Context: an optimization exercise on an open-source flow, tuned for small area, a short achievable clock period and few clock cycles per item. The choices shown serve that exercise and are no tape-out recipe. RTL that was checked went through simulation tests only; none was proved equivalent to the original.

// cordic
module cordic(
    input wire [31:0]   angle,
    input wire [1:0]    opt,
    input wire          enable,
    input wire          reset,
    input wire          clk,
    output wire signed [31:0] sin_out,
    output wire signed [31:0] cos_out,
    output wire               done
);
Size: about 940 cells after synthesis, ~63 flip-flops, about 100 I/O pins, roughly 7700 um2 of cells after synthesis.
Settings: LEC_CHECK=0, CAP_MARGIN=20, CORE_MARGIN=2, CORE_UTILIZATION=40, SETUP_SLACK_MARGIN=2, SLEW_MARGIN=20; clock period 7.0 ns.
run.sh (not shown) runs the stock make flow with config.mk's settings and CLKGATE_MAP_FILE= SYNTH_SCRIPT=/design/flow/synth_recipe.tcl, a recipe that flattens the netlist after the stock synthesis.
Next try:
SETUP_SLACK_MARGIN = 3.5   (was 2)
Outcome: Routed wire length is higher by 7.4%. Cell area is higher by 15%. Setup slack is better by 0.41 ns. Area after synthesis is unchanged. Die area is unchanged. Fmax is higher by 9.9%. Global-route usage is higher by 0.96 points.
No run of this note included a check of the RTL's function; only the layout flow was run.

========
Setup of cedar:
cordic, a different RTL version from the one above (not shown whole).
clock: 7.0 ns
lec_check: 0
abc_area: 1
cap_margin: 20
core_margin: 2
core_utilization: 40
cts_buf_list: sky130_fd_sc_hd__clkbuf_8
cts_cluster_size: 24
setup_slack_margin: 3.5
slew_margin: 20
standard.sh (not shown) runs the stock make flow with config.mk's settings and CLKGATE_MAP_FILE= SYNTH_SCRIPT=/design/flow/synth_recipe.tcl, a recipe that flattens the netlist after the stock synthesis.
==> flow/flow/run.sh <==
#!/bin/bash
# The standard layout (standard.sh) with extra ORFS settings: port buffers
# made from sky130_fd_sc_hd__buf_1. ORFS writes each step's log under orfs/logs;
# make's own output goes to make.log.
set -euo pipefail
bash standard.sh 'BUFFER_PORTS_ARGS=-buffer_cell sky130_fd_sc_hd__buf_1' finish > make.log 2>&1
#### Input delta (tundra over cedar)
- SETUP_SLACK_MARGIN now 3.6, was 3.5
Results
- Comparing tundra and cedar, the higher count of buffers not belonging to the clock network in the layout is on tundra.
- In the tables for tundra and cedar, final area reads higher with tundra.
- Sort tundra and cedar by utilization of the core after routing desc -> top: tundra
- Of tundra and cedar, it is tundra that has the higher arrival time reported for the critical path endpoint.
- The final-layout clock buffer total was comparable across tundra and cedar.
No run of this note included a check of the RTL's function; only the layout flow was run.

========
Another version of the RTL of cordic (not shown whole).
For scale: ~1100 cells after synthesis, ~63 flip-flops, ~0.0075 mm2 of cells after synthesis.
export LEC_CHECK = 0
export ABC_AREA = 1
export CAP_MARGIN = 20
export CORE_MARGIN = 2
export CORE_UTILIZATION = 40
export SETUP_SLACK_MARGIN = 3.5
export SLEW_MARGIN = 20
create_clock -name core_clock -period 7.0 [get_ports {clk}]
Scripts as last shown in full above: flow/flow/run.sh
The baseline passed the timing, design-rule and antenna checks.
Testbench counts at the start, summed over its fixed seeds: cycles 43,200, items 2,400.
Next try:
Settings changed: CTS_BUF_LIST from default to sky130_fd_sc_hd__clkbuf_8, CTS_CLUSTER_SIZE from default to 24, SETUP_SLACK_MARGIN 3.5 to 3.35.
Routed wire length went down by 3.4%.
Via count is lower by 2.7%.
Count of clock-buffer cells in the layout falls by 4.
First-iteration DRC count fell by 0.80%.
Synthesized area stays the same.
Clock skew barely changes.
Synthesized cell count does not change.
Setup slack got worse by 220 ps.

========
JK:
cordic, a different RTL version from the one above (not shown whole).
For scale: about 63 flip-flops, roughly 100 I/O pins, roughly 0.0074 mm² of cells after synthesis.
Settings: LEC_CHECK=0, ABC_AREA=1, CAP_MARGIN=20, CORE_MARGIN=2, CORE_UTILIZATION=40, CTS_BUF_LIST=sky130_fd_sc_hd__clkbuf_8, CTS_CLUSTER_SIZE=24, SETUP_SLACK_MARGIN=3.6, SLEW_MARGIN=20; clock period 7.0 ns.
Scripts as last shown in full above: flow/flow/run.sh
JK ran to completion and came out clean on the timing, design-rule and antenna checks.
Changes in MS relative to JK:
--- a/flow/config.mk
+++ b/flow/config.mk
@@ -12,4 +12,4 @@
 export CTS_BUF_LIST = sky130_fd_sc_hd__clkbuf_8
 export CTS_CLUSTER_SIZE = 24
-export SETUP_SLACK_MARGIN = 3.6
+export SETUP_SLACK_MARGIN = 3.5
 export SLEW_MARGIN = 20
## What came out
MS vs. JK: sequential share of cell area moved up, wire length moved down.
MS vs. JK: clock distribution area overhead in the final layout neither gained nor lost much; half-perimeter wire length after placement lost about 0.5%.
| first-pass GRT wire length | MS vs JK | about 2.8% lower |
MS reports a lower layout net count than JK does.
Function was not checked in any run of this note: the RTL went through the layout flow alone.

========
Another version of the RTL of cordic (not shown whole).
Size: about 65 flip-flops, ~100 I/O pins, about 7800 µm² of cells after synthesis.
Design cordic, start of the top module:
module cordic(
    input wire [31:0]   angle,
    input wire [1:0]    opt,
    input wire          enable,
    input wire          reset,
    input wire          clk,
    output wire signed [31:0] sin_out,
    output wire signed [31:0] cos_out,
    output wire               done
);
    localparam [17:0] K  = 18'd39797;
    localparam [17:0] NK = -18'd39797;
    function [17:0] atan_table;
        input [3:0] n;
        case (n)
            4'd2:  atan_table = 18'd16055;
            4'd3:  atan_table = 18'd8145;
            4'd4:  atan_table = 18'd4090;
            4'd5:  atan_table = 18'd2045;
            4'd6:  atan_table = 18'd1023;
            4'd7:  atan_table = 18'd512;
            4'd8:  atan_table = 18'd256;
            4'd9:  atan_table = 18'd128;
            4'd10: atan_table = 18'd64;
            4'd11: atan_table = 18'd32;
            4'd12: atan_table = 18'd16;
            4'd13: atan_table = 18'd8;
            4'd14: atan_table = 18'd4;
            default: atan_table = 18'd2;
        endcase
    endfunction
    function [17:0] addsub;
        input [17:0] a, b;
        input        m;      
        reg [18:0] s;
        begin
            s = {a, 1'b1} + {b ^ {18{m}}, m};
            addsub = s[18:1];
        end
    endfunction
    reg signed [17:0] x, y;
    reg [17:0] z;
    reg [4:0]  n;                
    reg [3:0]  sx, sy;           
    reg        dx, dyn, dz;      
    reg        sat_r, neg_r;     
    reg        sin_en, cos_en;   
    wire done_r = n[4];
    wire run    = enable & ~done_r;
    wire first  = (n[3:0] == 4'd0);
    wire st1    = (n[3:0] == 4'd1);
    wire last   = (n[3:0] == 4'd15);
    wire runk   = run & ~first;
    wire [17:0] ys = y >>> sx;
    wire [17:0] xs = x >>> sy;
    wire [17:0] x_nx = addsub(x, ys, dx);
    wire [17:0] y_nx = addsub(y, xs, dyn);
    reg [17:0] zc01;
    always @* begin
  ...
clock: 7.0 ns
lec_check: 0
abc_area: 1
cap_margin: 20
core_margin: 2
core_utilization: 40
setup_slack_margin: 3.5
slew_margin: 20
run.sh (not shown) runs the stock make flow with config.mk's settings and CLKGATE_MAP_FILE= SYNTH_SCRIPT=/design/flow/synth_recipe.tcl, a recipe that flattens the netlist after the stock synthesis.
Stock flow here: none of the scripts above is used.
The first run went through all stages and came out clean.
Testbench counts at the start, summed over its fixed seeds: cycles 43,200, items 2,400.
Change:
SETUP_SLACK_MARGIN = 2.5   (was 3.5)
Effect: The changed run finished clean; clock-buffer cell count is lower by 1; cell area is lower by 7.6%; die area stays the same; sequential cell count does not change.
Change:
SETUP_SLACK_MARGIN = 4.5   (was 2.5)
Outcome: Setup slack gains 0.66 ns; wire length rises by 21%; clock skew shrinks by 0.0041 ns; register-to-register slack is better by 0.66 ns; design area rises by 28%.

========
Setup of alpha:
cordic again, from the RTL that the note above started with.
clock: 7.0 ns
lec_check: 0
abc_area: 1
cap_margin: 20
core_margin: 2
core_utilization: 60
setup_slack_margin: 3.5
slew_margin: 20
standard.sh (not shown) runs the stock make flow with config.mk's settings and CLKGATE_MAP_FILE= SYNTH_SCRIPT=/design/flow/synth_recipe.tcl, a recipe that flattens the netlist after the stock synthesis.
Scripts as last shown in full above: flow/flow/run.sh
Testbench counts of alpha, summed over its fixed seeds: cycles 43,200, items 2,400.
Relative to alpha, the following input files were edited for beta:
diff --git a/flow/flow/run.sh b/flow/flow/run.sh
--- a/flow/flow/run.sh
+++ b/flow/flow/run.sh
@@ -6 +6 @@
-bash standard.sh 'BUFFER_PORTS_ARGS=-buffer_cell sky130_fd_sc_hd__buf_1' finish > make.log 2>&1
+bash standard.sh 'BUFFER_PORTS_ARGS=-buffer_cell sky130_fd_sc_hd__buf_1' RECOVER_POWER=100 finish > make.log 2>&1
diff --git a/flow/config.mk b/flow/config.mk
--- a/flow/config.mk
+++ b/flow/config.mk
@@ -11 +11 @@
-export CORE_UTILIZATION = 60
+export CORE_UTILIZATION = 40
==> comparison <==
beta completed end to end; final checks failed (capacitance limit, slew limit). Diff alpha -> beta: die area now sits higher; wire length now sits higher; worst hold slack now sits higher. Delta (beta minus alpha): logic depth of the worst register-to-register path lost 2; global-route usage lost 8.1 points. Delta (beta minus alpha): cell count increased by 6.2% relative to the old numbers; count of clock-buffer cells in the layout went down; signed area change from the synthesized netlist to the final layout +2.4 points; finished layout cell area picked up an extra 190 um2.

========
The RTL this note starts from:
==> flow/design.v <==
module cordic(
    input wire [31:0]   angle,
    input wire [1:0]    opt,
    input wire          enable,
    input wire          reset,
    input wire          clk,
    output wire signed [31:0] sin_out,
    output wire signed [31:0] cos_out,
    output wire               done
);
    localparam [17:0] K  = 18'd39797;
    localparam [17:0] NK = -18'd39797;
    function [17:0] atan_table;
        input [3:0] n;
        case (n)
            4'd2:  atan_table = 18'd16055;
            4'd3:  atan_table = 18'd8145;
            4'd4:  atan_table = 18'd4090;
            4'd5:  atan_table = 18'd2045;
            4'd6:  atan_table = 18'd1023;
            4'd7:  atan_table = 18'd512;
            4'd8:  atan_table = 18'd256;
            4'd9:  atan_table = 18'd128;
            4'd10: atan_table = 18'd64;
            4'd11: atan_table = 18'd32;
            4'd12: atan_table = 18'd16;
            4'd13: atan_table = 18'd8;
            4'd14: atan_table = 18'd4;
            default: atan_table = 18'd2;
        endcase
    endfunction
    function [17:0] addsub;
        input [17:0] a, b;
        input        m;      
        reg [18:0] s;
        begin
            s = {a, 1'b1} + {b ^ {18{m}}, m};
            addsub = s[18:1];
        end
    endfunction
    reg signed [17:0] x, y;
    reg [17:0] z;
    reg [4:0]  n;                
    reg [3:0]  sx, sy;           
    reg        dx, dyn, dz;      
    reg        sat_r, neg_r;     
    reg        sin_en, cos_en;   
    wire done_r = n[4];
    wire run    = enable & ~done_r;
    wire first  = (n[3:0] == 4'd0);
    wire st1    = (n[3:0] == 4'd1);
    wire last   = (n[3:0] == 4'd15);
    wire runk   = run & ~first;
    wire [17:0] ys = y >>> sx;
    wire [17:0] xs = x >>> sy;
    wire [17:0] x_nx = addsub(x, ys, dx);
    wire [17:0] y_nx = addsub(y, xs, dyn);
    reg [17:0] zc01;
    always @* begin
        case ({neg_r, dz})
            2'b01:   zc01 = -18'd81857;
            2'b00:   zc01 = -18'd21087;
            2'b11:   zc01 =  18'd21087;
            default: zc01 =  18'd81857;
        endcase
    end
    wire [17:0] z_nx = addsub(z, st1 ? zc01 : atan_table(n[3:0]), dz & ~st1);
    wire signed [17:0] a18 = angle[17:0];
    wire d1 = angle[31] ? (a18 >= -18'sd51472) : (a18 >= 18'sd51472);
    wire angle_sat = ~((&angle[31:17]) | ~(|angle[31:17]));
    wire d_nx = first ? (angle_sat ? ~angle[31] : d1)
                      : (sat_r ? ~neg_r : ~z_nx[17]);
    always @(posedge clk) begin
        sat_r  <= angle_sat;
        neg_r  <= angle[31];
        sin_en <= ~opt[0];
        cos_en <= ~(opt[1] & opt[0]);
        if (run) begin
            z   <= first ? angle[17:0] : z_nx;
            dx  <= d_nx;
            dyn <= ~d_nx;
            dz  <= d_nx;
        end
    end
    always @(posedge clk or posedge reset) begin
        if (reset) begin
            x  <= K;
            y  <= 18'd0;
            n  <= 5'd0;
            sx <= 4'd0;
            sy <= 4'd0;
        end else if (run) begin
            if (!first) x <= (last & ~cos_en) ? 18'd0 : x_nx;
            y  <= first ? (angle[31] ? NK : K) :
                  (last & ~sin_en) ? 18'd0 : y_nx;
            n  <= n + 5'd1;
            sx <= n[3:0] + 4'd1;
            sy <= n[3:0] + 4'd1;
        end
    end
    assign done    = done_r;
    assign sin_out = {{14{y[17]}}, y};
    assign cos_out = {{14{x[17]}}, x};
endmodule
clock: 7.0 ns
lec_check: 0
abc_area: 1
cap_margin: 20
core_margin: 2
core_utilization: 40
setup_slack_margin: 3.5
slew_margin: 20
==> flow/flow/run.sh <==
#!/bin/bash
# The standard layout (standard.sh), with the port buffers made from
# sky130_fd_sc_hd__buf_1 instead of the default delay buffer. ORFS writes each
# step's log under orfs/logs; make's own output goes to make.log.
set -euo pipefail
bash standard.sh 'BUFFER_PORTS_ARGS=-buffer_cell sky130_fd_sc_hd__buf_1' finish > make.log 2>&1
Testbench counts at the start, summed over its fixed seeds: cycles 43,200, items 2,400.
Rerun with:
==> flow/run.sh (new file) <==
#!/bin/bash
# synth_recipe.tcl (not shown) runs the flow's synth.tcl, then flattens the netlist and writes it again
# the make line also repeats each setting of config.mk as NAME=value (left out here)
make -C /OpenROAD-flow-scripts/flow DESIGN_CONFIG=/design/flow/config.mk WORK_HOME=/design/flow/orfs CLKGATE_MAP_FILE= SYNTH_SCRIPT=/design/flow/synth_recipe.tcl finish
- SETUP_SLACK_MARGIN: 3.5 -> 3
removed: flow/flow/run.sh
removed: flow/standard.sh
After rerunning: The new run ran to the end with no violations. Synthesized cell count stays the same. Sequential cell count does not change. Wire length went down by 7.6%. Via count falls by 3.7%. Die area stays the same. Synthesized area is unchanged. Cell area falls by about 2%. Non-clock buffer count is lower by 40. Worst hold slack is about the same.

## afterwards: timing with drivers on the ports
The results above use ideal ports. As a check the final layouts listed here were re-extracted and re-timed, cells and wires unchanged. Step 1 sets driving cells, clkbuf_16 on the clock port and buf_2 on the other inputs (assumed; they add their load-dependent delay and slew). Step 2 adds t to the input delays and takes it off the output delays; t is the mean of the earliest and latest rising clock arrival at the registers after step 1. Input paths then give back, and output paths get back, about the clock's delay inside the block. a / b / c = ideal ports / drivers / drivers and shift; a / b = the first two.
run	shift t [ns]	setup WS [ns]	hold WS [ns]	worst setup path after step 2	worst slew at a driven data input, ns
the first run of note 1	0.398	2.404 / 2.404 / 2.083	0.508 / 0.508 / 0.508	input to register	0.04
the second run of note 1	0.392	2.817 / 2.817 / 2.817	0.506 / 0.506 / 0.506	register to register	0.04
cedar	0.416	3.664 / 3.664 / 3.341	0.506 / 0.506 / 0.506	input to register	0.03
tundra	0.421	3.699 / 3.699 / 3.453	0.510 / 0.510 / 0.510	input to register	0.03
the first run of note 3	0.388	3.604 / 3.604 / 3.401	0.514 / 0.514 / 0.514	input to register	0.03
the second run of note 3	0.408	3.383 / 3.383 / 3.234	0.518 / 0.518 / 0.518	input to register	0.03
JK	0.411	3.601 / 3.601 / 3.601	0.614 / 0.614 / 0.614	register to register	0.03
MS	0.411	3.397 / 3.397 / 3.397	0.560 / 0.560 / 0.560	register to register	0.04
the first run of note 5	0.391	3.568 / 3.568 / 3.397	0.524 / 0.524 / 0.524	input to register	0.04
the second run of note 5	0.387	2.893 / 2.893 / 2.688	0.526 / 0.526 / 0.526	input to register	0.05
the third run of note 5	0.389	3.556 / 3.556 / 3.556	0.527 / 0.527 / 0.527	register to register	0.04
alpha	0.388	3.524 / 3.524 / 3.524	0.513 / 0.513 / 0.513	register to register	0.03
beta	0.393	2.344 / 2.364 / 1.971	0.524 / 0.524 / 0.524	input to register	0.04
the first run of note 7	0.394	3.591 / 3.591 / 3.417	0.524 / 0.524 / 0.524	input to register	0.04
the second run of note 7	0.389	3.245 / 3.245 / 3.005	0.525 / 0.525 / 0.525	input to register	0.05
For beta, which loses most, drivers alone change the setup slack by +0.020 ns; drivers and shift together by -0.373 ns.
